Source: an optimization exercise on an open RTL-to-GDS flow (aim: small area and a short achievable clock period). Production flows keep margins and buffers that such runs may drop. Function was checked by simulation only, so behaviour that the tests miss may differ from the original. Power is estimated from default activity; no workload was simulated.

## flow/design.v (module list and top-level ports; edited modules follow where they fit)
// module adder_tree45: 4165 lines
module adder_tree45 (
    input  logic          i_clk,
    input  logic          i_ena,
    input  logic [719:0]  i_data,
    input  logic [44:0]   i_input_enable,
    output logic [21:0]   o_data
);
  // ...
==> flow/flow/run.sh <==
#!/bin/bash
# Own layout flow: the standard synthesis, then a netlist pass that removes the
# inverters Yosys's full-adder extraction leaves between full adders (full adders
# are self-dual, so each can work on true or complemented signals), then the standard flow's
# standard layout from floorplan on. Ports are buffered with buf_1 cells.
set -euo pipefail
W=$PWD
R=$W/orfs/results/${FLOW_PLATFORM:-sky130hd}/adder_tree45/base
export BUFFER_PORTS_ARGS="-buffer_cell sky130_fd_sc_hd__buf_1"
bash standard.sh "$R/1_2_yosys.v" > "$W/synth.log" 2>&1
cp "$R/1_2_yosys.v" "$W/1_2_yosys_standard.v"
python3 flow/fixinv.py "$W/1_2_yosys_standard.v" "$R/1_2_yosys.v" > "$W/fixinv.log" 2>&1
bash standard.sh > "$W/layout.log" 2>&1
==> flow/flow/fixinv.py <==
#!/usr/bin/env python3
"""Remove inverters around full adders in a flat sky130hd netlist from Yosys.

A full adder is self-dual: FA(~a,~b,~c) = (~sum, ~cout). Yosys's extract_fa leaves
inverters between full adders; this pass chooses, for every full adder, whether it
computes on true or complemented signals (and, for some gates, the gate or its
complement: and2<->nand2, or2<->nor2, xor2<->xnor2), so that as few inverters as
possible remain. The logic function of every register input and output port is kept.

usage: fixinv.py IN.v OUT.v
"""
import re, sys, random, collections

src = open(sys.argv[1]).read()
OUTPINS = {'X', 'Y', 'Q', 'Q_N', 'SUM', 'COUT', 'HI', 'LO'}
P = 'sky130_fd_sc_hd__'
COMPL = {'and2_1': 'nand2_1', 'nand2_1': 'and2_1', 'or2_1': 'nor2_1', 'nor2_1': 'or2_1',
         'xor2_1': 'xnor2_1', 'xnor2_1': 'xor2_1', 'and3_1': 'nand3_1', 'nand3_1': 'and3_1',
         'or3_1': 'nor3_1', 'nor3_1': 'or3_1'}
AREA = {'and2_1': 6.256, 'nand2_1': 3.7536, 'or2_1': 6.256, 'nor2_1': 3.7536, 'xor2_1': 8.7584,
        'xnor2_1': 8.7584, 'and3_1': 6.256, 'nand3_1': 5.0048, 'or3_1': 6.256, 'nor3_1': 5.0048}
INV_AREA = 3.7536

m = re.search(r'^\s*module\s+(\w+)', src, re.M)
body_start = src.index(';', m.end()) + 1
end = src.rindex('endmodule')
body = src[body_start:end]

# statements of the module body
stmts = [s.strip() for s in body.split(';') if s.strip()]
decls, cells = [], []
cell_re = re.compile(r'^(\S+)\s+(\\\S+\s|\S+)\s*\((.*)\)$', re.S)
ports_out = set()
ports_in = set()
for s in stmts:
    w = s.split(None, 1)[0]
    if w in ('wire', 'input', 'output', 'inout', 'reg'):
        decls.append(s)
        if w in ('input', 'output'):
            mm = re.match(r'(input|output)\s*(\[(\d+):(\d+)\])?\s*(\S+)', s)
            names = []
            if mm.group(2):
                hi, lo = int(mm.group(3)), int(mm.group(4))
                for k in range(min(hi, lo), max(hi, lo) + 1):
                    names.append('%s[%d]' % (mm.group(5), k))
            else:
                names.append(mm.group(5))
            (ports_out if w == 'output' else ports_in).update(names)
        continue
    if w == 'assign':
        sys.exit('assign statements are not handled: ' + s[:80])
    mc = cell_re.match(s)
    if not mc:
        sys.exit('cannot parse: ' + s[:120])
    typ, name, pins = mc.group(1), mc.group(2).strip(), mc.group(3)
    conns = [(p, n.strip()) for p, n in re.findall(r'\.(\w+)\(\s*([^()]*?)\s*\)', pins)]
    cells.append([typ, name, conns])

def short(t):
    return t[len(P):] if t.startswith(P) else t

def is_inv(c):
    return short(c[0]).startswith('inv_')

def is_fa(c):
    return short(c[0]).startswith('fa_')

def is_net(n):
    return n and not re.match(r"^\d+'[bh]", n)

driver = {}
for ci, c in enumerate(cells):
    for p, n in c[2]:
        if p in OUTPINS and is_net(n):
            driver[n] = (ci, p)

# inverters that can be absorbed: output not a port
alias = {}   # net -> input net (net == ~input)
absorbed = set()
for ci, c in enumerate(cells):
    if is_inv(c):
        d = dict(c[2])
        if d['Y'] not in ports_out and is_net(d['A']):
            alias[d['Y']] = d['A']
            absorbed.add(ci)

def root(n):
    q = 0
    while n in alias:
        n = alias[n]; q ^= 1
    return n, q

# loads: (cell index, pin index, root, parity)
loads = collections.defaultdict(list)
for ci, c in enumerate(cells):
    if ci in absorbed:
        continue
    for pi, (p, n) in enumerate(c[2]):
        if p in OUTPINS or not is_net(n):
            continue
        r, q = root(n)
        loads[r].append((ci, pi, q))
roots = sorted(loads.keys())
for n in ports_out:
    r, q = root(n)
    if n in alias:
        sys.exit('absorbed inverter drives port')

# variables
var_of_cell = {}
nvars = 0
locked = set()
for ci, c in enumerate(cells):
    if ci in absorbed:
        continue
    if is_fa(c) or short(c[0]) in COMPL:
        var_of_cell[ci] = nvars; nvars += 1
        for p, n in c[2]:
            if p in OUTPINS and n in ports_out:
                locked.add(nvars - 1)
val = [0] * nvars
# the value a root net carries physically: root XOR avail
def avail(r):
    d = driver.get(r)
    if d is None:
        return 0
    v = var_of_cell.get(d[0])
    return val[v] if v is not None else 0

def need(ci, q):
    v = var_of_cell.get(ci)
    if v is not None and is_fa(cells[v and ci or ci]):
        return q ^ val[v]
    return q

def root_cost(r):
    a = avail(r)
    for ci, pi, q in loads.get(r, ()):
        if need(ci, q) != a:
            return INV_AREA
    return 0.0

def cell_cost(ci):
    c = cells[ci]; t = short(c[0])
    if t in COMPL:
        return AREA[COMPL[t]] if val[var_of_cell[ci]] else AREA[t]
    return 0.0

# roots touched by each variable: its output roots and its input roots
touch = collections.defaultdict(set)
for ci, v in var_of_cell.items():
    for p, n in cells[ci][2]:
        if not is_net(n):
            continue
        if p in OUTPINS:
            touch[v].add(n)
        elif is_fa(cells[ci]):
            touch[v].add(root(n)[0])

def total():
    return sum(root_cost(r) for r in roots) + sum(cell_cost(ci) for ci in var_of_cell)

cell_of_var = {v: ci for ci, v in var_of_cell.items()}
def local(v):
    return sum(root_cost(r) for r in touch[v]) + cell_cost(cell_of_var[v])

before = total()
# Parity union-find: satisfy as many edge constraints (no inverter) as possible,
# heaviest first; node 'G' stands for every fixed-polarity pin.
parent = {}; par = {}
def find(x):
    if x not in parent:
        parent[x] = x; par[x] = 0
    if parent[x] == x:
        return x, 0
    r, p = find(parent[x])
    parent[x] = r; par[x] ^= p
    return r, par[x]
def union(a, b, q):
    (ra, pa), (rb, pb) = find(a), find(b)
    if ra == rb:
        return (pa ^ pb) == q
    if rb == 'G':
        ra, rb, pa, pb = rb, ra, pb, pa
    parent[rb] = ra; par[rb] = pa ^ pb ^ q
    return True
edges = []
def node(ci):
    v = var_of_cell.get(ci)
    return v if v is not None else 'G'
for r in sorted(roots):
    d = driver.get(r)
    src_node = node(d[0]) if d else 'G'
    for ci, pi, q in loads[r]:
        dst = var_of_cell.get(ci)
        dst_node = dst if (dst is not None and is_fa(cells[ci])) else 'G'
        if src_node == 'G' and dst_node == 'G':
            continue
        edges.append((INV_AREA / max(1, len(loads[r])), src_node, dst_node, q))
for ci, v in var_of_cell.items():
    t = short(cells[ci][0])
    if t in COMPL:
        w = AREA[t] - AREA[COMPL[t]]
        edges.append((abs(w), v, 'G', 1 if w > 0 else 0))
    if v in locked:
        edges.append((1e9, v, 'G', 0))
# 1) join full adders along their connections; 2) give each joined group the
# polarity that its fixed-polarity neighbours (registers, gates, ports) prefer.
gedges = []
for w, a, b, q in edges:
    if a == 'G' or b == 'G':
        gedges.append((w, b if a == 'G' else a, q))
    else:
        union(a, b, q)
comp_cost = collections.defaultdict(lambda: [0.0, 0.0])
for w, v, q in gedges:
    r, p = find(v)
    comp_cost[r][p ^ q ^ 1] += w
for v in range(nvars):
    r, p = find(v)
    cc = comp_cost[r]
    flip = 0 if cc[0] <= cc[1] else 1
    val[v] = p ^ flip
mid = total()
pass
rng = random.Random(1)
order = list(range(nvars))
best = before
for it in range(50):
    rng.shuffle(order)
    improved = False
    for v in order:
        if v in locked:
            continue
        c0 = local(v)
        val[v] ^= 1
        c1 = local(v)
        if c1 < c0 - 1e-9:
            improved = True
        else:
            val[v] ^= 1
    if not improved:
        break
after = total()

# rewrite
new_cells = []
new_wires = []
inv_net = {}
k = 0
def phys(r, t):
    """net carrying root r with polarity t"""
    global k
    if t == avail(r):
        return r
    if r not in inv_net:
        k += 1
        nn = '_fxinvn%d_' % k
        new_wires.append(nn)
        new_cells.append([P + 'inv_1', '_fxinv_%d_' % k, [('A', r), ('Y', nn)]])
        inv_net[r] = nn
    return inv_net[r]

out_cells = []
for ci, c in enumerate(cells):
    if ci in absorbed:
        continue
    typ = c[0]
    v = var_of_cell.get(ci)
    if v is not None and short(typ) in COMPL and val[v]:
        typ = P + COMPL[short(typ)]
    swapped = typ != c[0]
    conns = []
    for pi, (p, n) in enumerate(c[2]):
        if p in OUTPINS or not is_net(n):
            if swapped and p in ('X', 'Y'):
                p = 'Y' if p == 'X' else 'X'
            conns.append((p, n)); continue
        r, q = root(n)
        t = q ^ val[v] if (v is not None and is_fa(c)) else q
        conns.append((p, phys(r, t)))
    out_cells.append([typ, c[1], conns])
out_cells += new_cells

# physical nets of flipped drivers keep their names; they now carry the complement,
# which is accounted for above via avail(). Write the netlist.
o = [src[:body_start]]
for d in decls:
    o.append('  %s ;' % d)
for w in new_wires:
    o.append('  wire %s;' % w)
for typ, name, conns in out_cells:
    nm = name if not name.startswith('\\') else name + ' '
    o.append('  %s %s (\n%s\n  );' % (typ, nm, ',\n'.join('    .%s(%s)' % (p, n + ' ' if n.startswith('\\') else n) for p, n in conns)))
o.append('endmodule\n')
open(sys.argv[2], 'w').write('\n'.join(o))
ninv_before = sum(1 for c in cells if is_inv(c))
ninv_after = sum(1 for c in out_cells if short(c[0]).startswith('inv_'))
print('fixinv: inverters %d -> %d, cost %.1f -> %.1f, flipped %d of %d' %
      (ninv_before, ninv_after, before, after, sum(val), nvars), file=sys.stderr)
==> flow/standard.sh <==
#!/bin/bash
# synth_recipe.tcl (not shown) runs the flow's synth.tcl, then flattens the netlist and writes it again
# the make line also repeats each setting of config.mk as NAME=value (left out here)
make -C /OpenROAD-flow-scripts/flow DESIGN_CONFIG=/design/flow/config.mk WORK_HOME=/design/flow/orfs CLKGATE_MAP_FILE= SYNTH_SCRIPT=/design/flow/synth_recipe.tcl "${@:-finish}"
==> flow/config.mk <==
export PLATFORM = sky130hd
export DESIGN_NAME = adder_tree45
export DESIGN_NICKNAME = adder_tree45
export VERILOG_FILES = /design/flow/design.v
export SDC_FILE = /design/flow/constraint.sdc
export NUM_CORES = 4
export LEC_CHECK = 0
export CAP_MARGIN = 20
export CORE_MARGIN = 2
export CORE_UTILIZATION = 40
export SETUP_SLACK_MARGIN = 2.6
export SLEW_MARGIN = 20
export TNS_END_PERCENT = 10
==> flow/constraint.sdc <==
create_clock -name core_clock -period 5.5 [get_ports {i_clk}]
set_input_delay 1.1000 -clock core_clock [delete_from_list [all_inputs] [get_ports {i_clk}]]
set_output_delay 1.1000 -clock core_clock [all_outputs]
set_load 0.01 [all_outputs]
==> results.txt, run 1 <==
Total GRT Usage = 35.8%
Clock Power = 2.40 mW
Cell Area, Placed = 31,000 um^2
Metal3 WL = 12,300 um
Leakage = 11.2 nW
Most used cell, CP = fa_1
Fillers = 6,066
Final worst slack = 2.43 ns
Internal power = 11.6 mW
CP Depth = 7
CTS sink count = 301
Sw Ratio = 42.5%
Post-CTS sizing = 154
Slew HR = 45.8%
R2R Path Start = r2_c15_2
Outcome = timing/DRC/antenna clean
Sequential logic power = 4.80 mW
# rows = 95
Non-filler instance count after layout = 3,611
Initial antenna violation count = 15
Tap Count = 873
Sequential cell count = 301
GR Layer Usage met3 = 9.27%
Layout cells sized above 1 = 7.76%
#MultiIn Comb = 1,522
Hold-fix buffers at CTS = 0
Worst Skew = 0.0243 ns
FF-to-FF setup slack = 2.43 ns
Pre-antenna DRT Iters = 6
HP Start = r2_c0_0
Busiest layer in global routing = met2
Startpoint Class = register
Setup repair bufs after CTS = 10
Final Hold Fails = 0
Syn Inst Count = 1,927
Fin Hold WS = 0.518 ns
==> inputs of run 2 (changes only) <==
--- a/flow/design.v
+++ b/flow/design.v
@@ -1702,39 +1702,42 @@
     logic s15_685, c15_685;
     logic s16_686, c16_686;
     logic hs16_11, hc16_11;
     logic s17_687, c17_687;
     logic s17_688, c17_688;
     logic s18_689, c18_689;
     logic hs19_12, hc19_12;
     logic [21:0] fa_a, fa_b;
-    logic [21:0] fsum;
+    logic [11:0] flo;
+    logic [10:0] fhi;
     logic r3_o0;
     logic r3_o1;
     logic r3_o2;
     logic r3_o3;
     logic r3_o4;
     logic r3_o5;
     logic r3_o6;
     logic r3_o7;
     logic r3_o8;
     logic r3_o9;
     logic r3_o10;
-    logic r3_o11;
-    logic r3_o12;
-    logic r3_o13;
-    logic r3_o14;
-    logic r3_o15;
-    logic r3_o16;
-    logic r3_o17;
-    logic r3_o18;
-    logic r3_o19;
-    logic r3_o20;
-    logic r3_o21;
+    logic r3_h0;
+    logic r3_h1;
+    logic r3_h2;
+    logic r3_h3;
+    logic r3_h4;
+    logic r3_h5;
+    logic r3_h6;
+    logic r3_h7;
+    logic r3_h8;
+    logic r3_h9;
+    logic r3_h10;
+    logic r3_cy;
+    logic [10:0] r3_hi, o_hi;
     assign m0_0 = ~(i_input_enable[0] & i_data[0]);
     assign m0_1 = ~(i_input_enable[0] & i_data[1]);
     assign m0_2 = ~(i_input_enable[0] & i_data[2]);
     assign m0_3 = ~(i_input_enable[0] & i_data[3]);
     assign m0_4 = ~(i_input_enable[0] & i_data[4]);
     assign m0_5 = ~(i_input_enable[0] & i_data[5]);
     assign m0_6 = ~(i_input_enable[0] & i_data[6]);
     assign m0_7 = ~(i_input_enable[0] & i_data[7]);
@@ -3849,17 +3852,20 @@
     assign s17_688 = r2_c17_3 ^ c16_686 ^ s17_687;
     assign c17_688 = (r2_c17_3 & c16_686) | (r2_c17_3 & s17_687) | (c16_686 & s17_687);
     assign s18_689 = r2_c18_0 ^ r2_c18_1 ^ c17_687;
     assign c18_689 = (r2_c18_0 & r2_c18_1) | (r2_c18_0 & c17_687) | (r2_c18_1 & c17_687);
     assign hs19_12 = r2_c19_0 ^ r2_c19_1;
     assign hc19_12 = r2_c19_0 & r2_c19_1;
     assign fa_a = {r2_c21_0, r2_c20_0, hs19_12, c17_688, hc16_11, hs16_11, hc14_10, hc13_9, hc12_8, hc11_7, hc10_6, hc9_5, hc8_4, hc7_3, hs7_3, s6_675, s5_673, hs4_1, s3_672, r2_c2_0, r2_c1_0, r2_c0_0};
     assign fa_b = {1'b0, hc19_12, c18_689, s18_689, s17_688, c15_685, s15_685, hs14_10, hs13_9, hs12_8, hs11_7, hs10_6, hs9_5, hs8_4, c6_675, 1'b0, hs5_2, c3_672, 1'b0, 1'b0, 1'b0, 1'b0};
-    assign fsum = fa_a + fa_b;
+    assign flo = {1'b0, fa_a[10:0]} + {1'b0, fa_b[10:0]};
+    assign fhi = fa_a[21:11] + fa_b[21:11];
+    assign r3_hi = {r3_h10, r3_h9, r3_h8, r3_h7, r3_h6, r3_h5, r3_h4, r3_h3, r3_h2, r3_h1, r3_h0};
+    assign o_hi = ~(r3_hi + {10'd0, r3_cy});
     always_ff @(posedge i_clk) begin
         if (i_ena) begin
             r1_c0_0 <= s0_19;
             r1_c0_1 <= s0_20;
             r1_c0_2 <= s0_21;
             r1_c1_0 <= c0_21;
             r1_c1_1 <= s1_47;
             r1_c1_2 <= s1_48;
@@ -4132,34 +4138,35 @@
             r2_c17_2 <= s17_667;
             r2_c17_3 <= c16_660;
             r2_c18_0 <= c17_667;
             r2_c18_1 <= s18_670;
             r2_c19_0 <= c18_670;
             r2_c19_1 <= s19_671;
             r2_c20_0 <= c19_671;
             r2_c21_0 <= 1'b1;
-            r3_o0 <= ~fsum[0];
-            r3_o1 <= ~fsum[1];
-            r3_o2 <= ~fsum[2];
-            r3_o3 <= ~fsum[3];
-            r3_o4 <= ~fsum[4];
-            r3_o5 <= ~fsum[5];
-            r3_o6 <= ~fsum[6];
-            r3_o7 <= ~fsum[7];
-            r3_o8 <= ~fsum[8];
-            r3_o9 <= ~fsum[9];
-            r3_o10 <= ~fsum[10];
-            r3_o11 <= ~fsum[11];
-            r3_o12 <= ~fsum[12];
-            r3_o13 <= ~fsum[13];
-            r3_o14 <= ~fsum[14];
-            r3_o15 <= ~fsum[15];
-            r3_o16 <= ~fsum[16];
-            r3_o17 <= ~fsum[17];
-            r3_o18 <= ~fsum[18];
-            r3_o19 <= ~fsum[19];
-            r3_o20 <= ~fsum[20];
-            r3_o21 <= ~fsum[21];
+            r3_o0 <= ~flo[0];
+            r3_o1 <= ~flo[1];
+            r3_o2 <= ~flo[2];
+            r3_o3 <= ~flo[3];
+            r3_o4 <= ~flo[4];
+            r3_o5 <= ~flo[5];
+            r3_o6 <= ~flo[6];
+            r3_o7 <= ~flo[7];
+            r3_o8 <= ~flo[8];
+            r3_o9 <= ~flo[9];
+            r3_o10 <= ~flo[10];
+            r3_h0 <= fhi[0];
+            r3_h1 <= fhi[1];
+            r3_h2 <= fhi[2];
+            r3_h3 <= fhi[3];
+            r3_h4 <= fhi[4];
+            r3_h5 <= fhi[5];
+            r3_h6 <= fhi[6];
+            r3_h7 <= fhi[7];
+            r3_h8 <= fhi[8];
+            r3_h9 <= fhi[9];
+            r3_h10 <= fhi[10];
+            r3_cy <= flo[11];
         end
     end
-    assign o_data = {r3_o21, r3_o20, r3_o19, r3_o18, r3_o17, r3_o16, r3_o15, r3_o14, r3_o13, r3_o12, r3_o11, r3_o10, r3_o9, r3_o8, r3_o7, r3_o6, r3_o5, r3_o4, r3_o3, r3_o2, r3_o1, r3_o0};
+    assign o_data = {o_hi, r3_o10, r3_o9, r3_o8, r3_o7, r3_o6, r3_o5, r3_o4, r3_o3, r3_o2, r3_o1, r3_o0};
 endmodule
--- a/flow/flow/fixinv.py
+++ b/flow/flow/fixinv.py
@@ -281,20 +281,20 @@
         conns.append((p, phys(r, t)))
     out_cells.append([typ, c[1], conns])
 out_cells += new_cells
 
 # physical nets of flipped drivers keep their names; they now carry the complement,
 # which is accounted for above via avail(). Write the netlist.
 o = [src[:body_start]]
 for d in decls:
-    o.append('  %s ;' % d)
+    o.append('  %s;' % d)
 for w in new_wires:
     o.append('  wire %s;' % w)
 for typ, name, conns in out_cells:
     nm = name if not name.startswith('\\') else name + ' '
-    o.append('  %s %s (\n%s\n  );' % (typ, nm, ',\n'.join('    .%s(%s)' % (p, n + ' ' if n.startswith('\\') else n) for p, n in conns)))
+    o.append('  %s %s (\n%s\n  );' % (typ, nm, ',\n'.join('    .%s(%s)' % (p, n) for p, n in conns)))
 o.append('endmodule\n')
 open(sys.argv[2], 'w').write('\n'.join(o))
 ninv_before = sum(1 for c in cells if is_inv(c))
 ninv_after = sum(1 for c in out_cells if short(c[0]).startswith('inv_'))
 print('fixinv: inverters %d -> %d, cost %.1f -> %.1f, flipped %d of %d' %
       (ninv_before, ninv_after, before, after, sum(val), nvars), file=sys.stderr)
==> flow/config.mk (replaced) <==
export PLATFORM = sky130hd
export DESIGN_NAME = adder_tree45
export DESIGN_NICKNAME = adder_tree45
export VERILOG_FILES = /design/flow/design.v
export SDC_FILE = /design/flow/constraint.sdc
export NUM_CORES = 4
export LEC_CHECK = 0
export CAP_MARGIN = 20
export CORE_MARGIN = 2
export CORE_UTILIZATION = 40
export SETUP_SLACK_MARGIN = 2.5
export SLEW_MARGIN = 20
==> results.txt, run 2 <==
Outcome = did not finish (was timing/DRC/antenna clean)
Syn. warnings = 1 (unchanged)
Failed at = 1_synth
Error = [ERROR STA-0171] /design/flow/orfs/results/sky130hd/adder_tree45/base/1_2_yosys.v line 2815, syntax error
==> inputs of run 3 (changes only) <==
--- a/flow/flow/fixinv.py
+++ b/flow/flow/fixinv.py
@@ -287,10 +287,10 @@
 o = [src[:body_start]]
 for d in decls:
-    o.append('  %s;' % d)
+    o.append('  %s ;' % d)
 for w in new_wires:
     o.append('  wire %s;' % w)
 for typ, name, conns in out_cells:
     nm = name if not name.startswith('\\') else name + ' '
-    o.append('  %s %s (\n%s\n  );' % (typ, nm, ',\n'.join('    .%s(%s)' % (p, n) for p, n in conns)))
+    o.append('  %s %s (\n%s\n  );' % (typ, nm, ',\n'.join('    .%s(%s)' % (p, n + ' ' if n.startswith('\\') else n) for p, n in conns)))
 o.append('endmodule\n')
 open(sys.argv[2], 'w').write('\n'.join(o))
--- a/flow/config.mk
+++ b/flow/config.mk
@@ -9,4 +9,5 @@
 export CORE_MARGIN = 2
 export CORE_UTILIZATION = 40
+export PLACE_DENSITY = 0.75
 export SETUP_SLACK_MARGIN = 2.5
 export SLEW_MARGIN = 20
==> results.txt, run 3 <==
Outcome = timing/DRC/antenna clean (was did not finish)
Fmax = 319 MHz
Skew-Pair Late Insertion Delay = 0.56 ns
Most common cell after layout, fill and taps aside = buf_1
Post-Route WL = 119,000 um
Hpwl dp = 93,500 um
Final min period = 3.13 ns
CTS sink count = 302
Die width = 263 um
CTS buffer count = 37
Largest net degree at the start of global routing = 111
Metal3 WL = 16,500 um
RD Place Congestion = 0.969
Endpoints failing setup = 0
Leakage = 11.1 nW
Final Hold Fails = 0
Layout Nets = 4,192
Syn. warnings = 1 (unchanged)
Worst Setup End Kind = output pin
Root Driver = clkbuf_16
Area Growth Syn to Fin = 22.2%
Slew HR = 50.3%
Syn Nets = 3,399
Worst Skew = 0.0259 ns
Initial antenna violation count = 14
Via density = 5.59
Worst-path clk slew = 0.06 ns
Remaining antenna violation count after routing = 0
Syn Inst Count = 1,911
Most frequent cells in the layout = buf_1, nand2_1, fa_1
Drt drc = 0
H-tree levels = 2
Power Total = 16.9 mW
First-pass GRT wire length = 163,000 um
Pre-antenna DRT Iters = 5
Grt total ovfl = 0
Clk buf depth = 3
Initial Utilization = 40.2%
CTS tree = built
Die Y = 263 um
Placeable Area = 66,900 um^2
Required time of the critical path = 4.40 ns
Peak VDD IR = 0.000388 V
Mapped Area = 26,900 um^2
# rows = 95
Uppermost layer routed = met5
Max Cap Viol = 0
Routed length on met1 = 43,000 um
Die area = 69,400 um^2
Number of global-route vias before repair = 22,700
Max Slew Vio Count = 0
Routed wl met2 = 52,600 um
Tcrit/Tclk final = 57.0%
Drt wl/cell = 33.1 um
Setup_tns = 0 ns
Final Util = 49.2%
Worst-Margin Slew = 0.745 ns
Vias after detailed routing = 20,200
IO Count = 789
Startpoint Class = register
Kind of critical path = register to output pin
Worst Path Max Fanout = 5
RSZ-0062 raised after global routing = true
Syn_area_per_cell = 14.1 um^2
Iter 0 DRT Violations = 2,366
Total GRT Usage = 34.7%
Layout cells sized above 1 = 8.87%
Critical path arrival = 2.03 ns
PwrDens = 515 nW/um^2
Buffers on Ports = 788
Hold WC Path Type = register to register
run 3: cell type report:
cell class	count	area, um^2
antenna	4	10.0
clock buffer	42	945
clock inverter	21	208
fill	5904	34000
inverter	35	131
multi-input combinational	1515	17900
sequential	302	9070
tap	873	1090
timing repair buffer	813	3540
run 3: timing repair:
| action | CTS | global route |
|---|---|---|
| buffers inserted | 5 | 4 |
| pin swaps | 11 | 9 |
| endpoints found under the setup margin | 219 | 43 |
| hold buffers | 0 | 0 |
| gates resized for setup | 120 | 37 |
run 3: worst max-delay path, stage by stage (launching register included):
cell	delay, ns
edfxtp_1	0.49
ha_4	0.23
ha_4	0.20
buf_6	0.13
nand3_4	0.06
xor2_2	0.20
buf_2	0.17
run 3: power by group:
| group | internal (mW) | switching (mW) | leakage [nW] | total [mW] |
|---|---|---|---|---|
| registers | 4.35 | 0.513 | 2.97 | 4.86 |
| logic | 4.36 | 5.31 | 7.59 | 9.67 |
| clock network | 1.38 | 1.02 | 0.569 | 2.40 |
| total | 10.1 | 6.84 | 11.1 | 16.9 |
run 3: layer usage:
layer	up-vias	global-route usage [%]
li1	7653	-
met1	10400	43.7
met2	1712	51.8
met3	389	14.8
met4	16	16.9
met5	-	0.208
run 3: worst paths after layout:
path	start	endpoint	slack, ns	cells past startpoint
worst min register to register	r2_c1_0	r3_o1	0.54	1
worst max-delay path	r3_cy	o_data[17]	2.37	6
worst min-delay path	r2_c1_0	r3_o1	0.54	1
worst max register to register	r2_c11_2	r3_h10	2.49	10
run 3: stage by stage:
stage / std cells / setup slack, ns / hold WS, ns / instance area (um^2)
6_report: 3605 / 2.37 / 0.537 / 32900
5_1_grt: 3603 / 2.36 / 0.557 / 32900
4_1_cts: 3597 / 2.33 / 0.538 / 32800
3_5_place_dp: 3529 / 1.32 / 0.527 / 31100
3_3_place_gp: 3529 / 1.30 / 0.512 / 31100
2_1_floorplan: 1911 / 2.38 / 0.487 / 27500
==> inputs of run 4 (changes only) <==
--- a/flow/config.mk
+++ b/flow/config.mk
@@ -9,5 +9,4 @@
 export CORE_MARGIN = 2
 export CORE_UTILIZATION = 40
-export PLACE_DENSITY = 0.75
 export SETUP_SLACK_MARGIN = 2.5
 export SLEW_MARGIN = 20
==> results.txt, run 4 <==
Die Y = 263 um (unchanged)
Total GRT Usage = 35.6% (was 34.7%)
Buffers on Ports = 788 (unchanged)
CTS sink count = 302 (unchanged)
Final Hold Fails = 0 (unchanged)
Outcome = timing/DRC/antenna clean (unchanged)
Worst-Margin Slew = 0.741 ns (was 0.745 ns)
Worst Setup End Kind = register (was output pin)
Startpoint Class = input port (was register)
# rows = 95 (unchanged)
Busiest layer in global routing = met2 (unchanged)
Worst-path clk slew = 0.06 ns (about the same)
Layout cells sized above 1 = 8.47% (was 8.87%)
Hold WC Path Type = register to register (unchanged)
Mapped Area = 26,900 um^2 (unchanged)
Worst Skew = 0.0140 ns (was 0.0259 ns)
Syn Inst Count = 1,911 (unchanged)
IO Count = 789 (unchanged)
CTS buffer count = 35 (was 37)
Leakage = 11.1 nW (about the same)
CTS tree = built (unchanged)
Tcrit/Tclk final = 55.3% (was 57.0%)
PwrDens = 506 nW/um^2 (was 515 nW/um^2)
Die area = 69,400 um^2 (unchanged)
Drt wl/cell = 33.8 um (was 33.1 um)
First-pass GRT wire length = 167,000 um (was 163,000 um)
Syn Nets = 3,399 (unchanged)
Met2 Use GR = 56.1% (was 51.8%)
R2R Path Start = r2_c11_0 (was r2_c11_2)
Vias after detailed routing = 19,800 (was 20,200)
Initial antenna violation count = 10 (was 14)
Critical path arrival = 3.31 ns (was 2.03 ns)
Met1 Track Usage GR = 47.9% (was 43.7%)
Worst Path Max Fanout = 16 (was 5)
Seq. cell area = 9070 um^2 (unchanged)
Syn_area_per_cell = 14.1 um^2 (unchanged)
H-tree levels = 2 (unchanged)
Fin Hold WS = 0.507 ns (was 0.537 ns)
Crit path from = i_input_enable[1] (was r3_cy)
Syn. warnings = 1 (unchanged)
Peak VDD IR = 0.000375 V (was 0.000388 V)
Drt drc = 0 (unchanged)
HP Start = r2_c0_0 (was r2_c1_0)
Remaining antenna violation count after routing = 0 (unchanged)
Setup_tns = 0 ns (unchanged)
RD Place Congestion = 0.967 (was 0.969)
Max Cap Viol = 0 (unchanged)
Area of the multi-input gates = 17,900 um^2 (about the same)
Via density = 5.51 (was 5.59)
Fmax = 329 MHz (was 319 MHz)
Fillers = 6,109 (was 5,904)
Post-Route WL = 122,000 um (was 119,000 um)
Initial Utilization = 40.2% (unchanged)
Skew-Pair Late Insertion Delay = 0.53 ns (was 0.56 ns)
Die width = 263 um (unchanged)
Kind of critical path = input port to register (was register to output pin)
Largest net degree at the start of global routing = 113 (was 111)
Clk buf depth = 3 (unchanged)
Most common cell after layout, fill and taps aside = buf_1 (unchanged)
RSZ-0062 raised after global routing = true (unchanged)
Most frequent cells in the layout = buf_1, nand2_1, fa_1 (unchanged)
GR Layer Usage met3 = 7.68% (was 14.8%)
Endpoints failing setup = 0 (unchanged)
Final min period = 3.04 ns (was 3.13 ns)
Layout Nets = 4,183 (was 4,192)
Iter 0 DRT Violations = 2,000 (was 2,366)
Hpwl dp = 96,900 um (was 93,500 um)
Max Slew Vio Count = 0 (unchanged)
Placeable Area = 66,900 um^2 (unchanged)
Number of global-route vias before repair = 22,600 (was 22,700)
Pre-antenna DRT Iters = 5 (unchanged)
Required time of the critical path = 5.77 ns (was 4.40 ns)
Root Driver = clkbuf_16 (unchanged)
Grt total ovfl = 0 (unchanged)
Area Growth Syn to Fin = 21.7% (was 22.2%)
Slew HR = 50.6% (was 50.3%)
run 4: final timing paths:
kind	endpoint	slack, ns	cells after the start
min reg2reg	r3_o0	0.51	1
max reg2reg	r3_h8	2.55	10
max	r1_c6_13	2.46	5
min	r3_o0	0.51	1
run 4: what timing repair did:
action | CTS | global route
gates resized for setup | 113 | 43
setup endpoints to repair | 208 | 29
buffers inserted | 6 | 4
pin swaps | 13 | 13
hold buffers | 0 | 0
run 4: area by class of cell:
type	instances	share of cell area, %
sequential	302	27.7
clock inverter	17	0.439
multi-input combinational	1515	54.6
tap	873	3.33
clock buffer	42	2.75
inverter	35	0.401
timing repair buffer	806	10.8
antenna	9	0.0687
run 4: per-layer routing:
metal / part of all wire (%) / up-vias
met5: 0.011 / -
met4: 5.0 / 2
met3: 9.4 / 298
met2: 47 / 1373
met1: 39 / 10500
li1: - / 7651
run 4: power breakdown:
part	internal, mW	total, mW	switching [mW]	leakage, nW
Clock	1.26	2.19	0.931	0.507
Combinational	4.29	9.58	5.29	7.58
Sequential	4.34	4.82	0.473	2.97
Total	9.90	16.6	6.69	11.1
run 4: critical path, cell delays in order:
cell,delay [ns]
clkbuf_8,0.32
nand2_1,0.15
fa_1,0.75
fa_1,0.50
fa_1,0.46
run 4: metrics by stage:
stage | area [um^2] | worst slack [ns] | utilization [%] | instances | total power, mW
final | 32800 | 2.46 | 49.0 | 3599 | 16.6
after detailed placement | 31000 | 1.34 | 46.4 | 3521 | 14.1
after global placement | 31000 | 1.04 | 46.4 | 3521 | 13.9
after CTS | 32600 | 2.44 | 48.7 | 3586 | 16.6
after global routing | 32800 | 2.45 | 49.0 | 3597 | 18.1
after floorplan | 27500 | 2.38 | - | 1911 | 10.6
==> inputs of run 5 (changes only) <==
--- a/flow/config.mk
+++ b/flow/config.mk
@@ -9,4 +9,6 @@
 export CORE_MARGIN = 2
 export CORE_UTILIZATION = 40
+export CTS_BUF_LIST = sky130_fd_sc_hd__clkbuf_8
+export CTS_CLUSTER_SIZE = 30
 export SETUP_SLACK_MARGIN = 2.5
 export SLEW_MARGIN = 20
==> results.txt, run 5 <==
Outcome = timing/DRC/antenna clean (unchanged)
Post-Route WL = 122,000 um (about the same)
Area of the multi-input gates = 17,900 um^2 (about the same)
Most common cell after layout, fill and taps aside = buf_1 (unchanged)
Number of global-route vias before repair = 22,600 (about the same)
Dpl ws = 1.34 ns (unchanged)
Worst-path clk slew = 0.06 ns (about the same)
Die area = 69,400 um^2 (unchanged)
Initial antenna violation count = 12 (was 10)
Max Slew Vio Count = 0 (unchanged)
Max Cap Viol = 0 (unchanged)
PwrDens = 500 nW/um^2 (was 506 nW/um^2)
Remaining antenna violation count after routing = 0 (unchanged)
Iter 0 DRT Violations = 1,923 (was 2,000)
Worst Path Max Fanout = 5 (was 16)
Kind of critical path = register to output pin (was input port to register)
Die width = 263 um (unchanged)
Largest net degree at the start of global routing = 113 (unchanged)
Worst Skew = 0.0302 ns (was 0.0140 ns)
Hpwl dp = 96,900 um (unchanged)
Final min period = 3.09 ns (was 3.04 ns)
WP buf/inv = 1 (unchanged)
Hold WC Path Type = register to register (unchanged)
RSZ-0062 raised after global routing = true (unchanged)
Fmax = 323 MHz (was 329 MHz)
Drt drc = 0 (unchanged)
Area Growth Syn to Fin = 20.8% (was 21.7%)
Via density = 5.48 (was 5.51)
Syn Nets = 3,399 (unchanged)
Required time of the critical path = 4.40 ns (was 5.77 ns)
CTS tree = built (unchanged)
Syn. warnings = 1 (unchanged)
Syn_area_per_cell = 14.1 um^2 (unchanged)
Final Util = 48.6% (was 49.0%)
Syn Inst Count = 1,911 (unchanged)
Seq. cell area = 9070 um^2 (unchanged)
Slew HR = 50.0% (was 50.6%)
H-tree levels = 2 (unchanged)
Critical path arrival = 1.99 ns (was 3.31 ns)
CTS sink count = 302 (unchanged)
Most frequent cells in the layout = buf_1, nand2_1, fa_1 (unchanged)
Vias after detailed routing = 19,900 (was 19,800)
CTS buffer count = 52 (was 35)
Hold-fix buffers at CTS = 0 (unchanged)
IO Count = 789 (unchanged)
Tcrit/Tclk final = 56.2% (was 55.3%)
Pre-antenna DRT Iters = 5 (unchanged)
RD Place Congestion = 0.967 (unchanged)
Peak VDD IR = 0.000385 V (was 0.000375 V)
Initial Utilization = 40.2% (unchanged)
Critical path cell sequence = ha_4, ha_4, nand3_2, xor2_2, buf_2 (was clkbuf_8, nand2_1, fa_1, fa_1, fa_1)
Total GRT Usage = 35.7% (was 35.6%)
Die Y = 263 um (unchanged)
Final Hold Fails = 0 (unchanged)
Root Driver = clkbuf_8 (was clkbuf_16)
Buffers on Ports = 788 (unchanged)
Leakage = 11.0 nW (was 11.1 nW)
Endpoints failing setup = 0 (unchanged)
Setup_tns = 0 ns (unchanged)
Grt total ovfl = 0 (unchanged)
Worst-Margin Slew = 0.750 ns (was 0.741 ns)
Fillers = 6,154 (was 6,109)
Skew-Pair Late Insertion Delay = 0.62 ns (was 0.53 ns)
Slowest cell on the critical path = edfxtp_1 (was fa_1)
Worst Setup End Kind = output pin (was register)
Final worst slack = 2.41 ns (was 2.46 ns)
Drt wl/cell = 33.6 um (was 33.8 um)
First-pass GRT wire length = 167,000 um (about the same)
# rows = 95 (unchanged)
Mapped Area = 26,900 um^2 (unchanged)
CP top delay family = flip-flops (was adder cells)
Startpoint Class = register (was input port)
Clk buf depth = 3 (unchanged)
Layout Nets = 4,200 (was 4,183)
Most used cell, CP = ha_4 (was fa_1)
Placeable Area = 66,900 um^2 (unchanged)
Critical Path Max Stage Delay = 0.43 ns (was 0.75 ns)
Layout cells sized above 1 = 8.74% (was 8.47%)
==> run 5: layer usage <==
layer / global-route usage, % / wire length [um] / vias to the layer above
li1: - / - / 7686
met3: 8.06 / 11900 / 303
met2: 56.3 / 56600 / 1420
met4: 15.6 / 6360 / 6
met1: 47.6 / 47000 / 10500
met5: 0.624 / 46 / -
==> run 5: per-stage QoR <==
step,instance area [um^2],total power [mW],hold slack [ns],std cells
5_1_grt,32500,17.8,0.532,3627
4_1_cts,32300,16.3,0.509,3616
3_3_place_gp,31000,13.9,0.496,3521
3_5_place_dp,31000,14.1,0.496,3521
6_report,32500,16.3,0.504,3629
2_1_floorplan,27500,10.6,0.487,1911
==> run 5: path summary, 6_finish.rpt <==
| path | startpoint | end | slack (ns) | cells past startpoint |
|---|---|---|---|---|
| worst max-delay path | r3_cy | o_data[19] | 2.41 | 5 |
| worst min-delay path | r2_c0_0 | r3_o0 | 0.50 | 1 |
| worst min register to register | r2_c0_0 | r3_o0 | 0.50 | 1 |
| worst max register to register | r1_c5_13 | r2_c8_2 | 2.55 | 5 |
==> run 5: timing repair <==
item                                   CTS  global route
endpoints found under the hold margin    0             0
pin swaps                               15            14
buffers inserted                         6             4
resized for setup                       99            39
setup endpoints to repair              207            33
==> run 5: layout make-up <==
class                   count  share of cell area, %
multi-input cells        1515                   55.1
flip-flops and latches    302                   27.9
repair buffers            806                   10.5
well taps                 873                   3.36
clock buffers              53                   2.24
clock inverters            36                  0.508
inverters                  35                  0.404
diodes                      9                 0.0693
==> run 5: power by group <==
part / total [mW] / switching (mW) / internal [mW]
sequential: 4.83 / 0.481 / 4.35
combinational: 9.58 / 5.29 / 4.29
clock: 1.86 / 0.926 / 0.930
total: 16.3 / 6.70 / 9.57

-- separate check: timing with driven ports --
How much do the figures lean on ideal ports? The routed layouts below were timed once more, with nothing changed but the port constraints. Step 1, drivers: a clkbuf_16 drives i_clk and a buf_2 each remaining input, both assumed. Step 2 times the ports against the registers' clock, not the clock port: input delays grow and output delays shrink by t, the midpoint of the rising clock arrivals with the driver on. a / b / c = ideal / step 1 / step 2; a / b = the first two.
run | shift t [ns] | slack for setup (ns) | worst hold slack (ns) | latest minus earliest clock arrival (ns)
run 1 | 0.585 | 2.433 / 2.433 / 1.900 | 0.518 / 0.518 / 0.518 | 0.028 / 0.028
run 3 | 0.613 | 2.367 / 2.301 / 1.868 | 0.537 / 0.537 / 0.537 | 0.026 / 0.026
run 4 | 0.588 | 2.459 / 2.436 / 1.893 | 0.507 / 0.507 / 0.507 | 0.015 / 0.016
run 5 | 0.665 | 2.408 / 2.346 / 1.816 | 0.504 / 0.504 / 0.504 | 0.030 / 0.030
After both steps setup and hold are still met in every run listed. The setup slack of run 5, which loses most, moves by -0.062 ns with the drivers and by -0.592 ns with both steps.
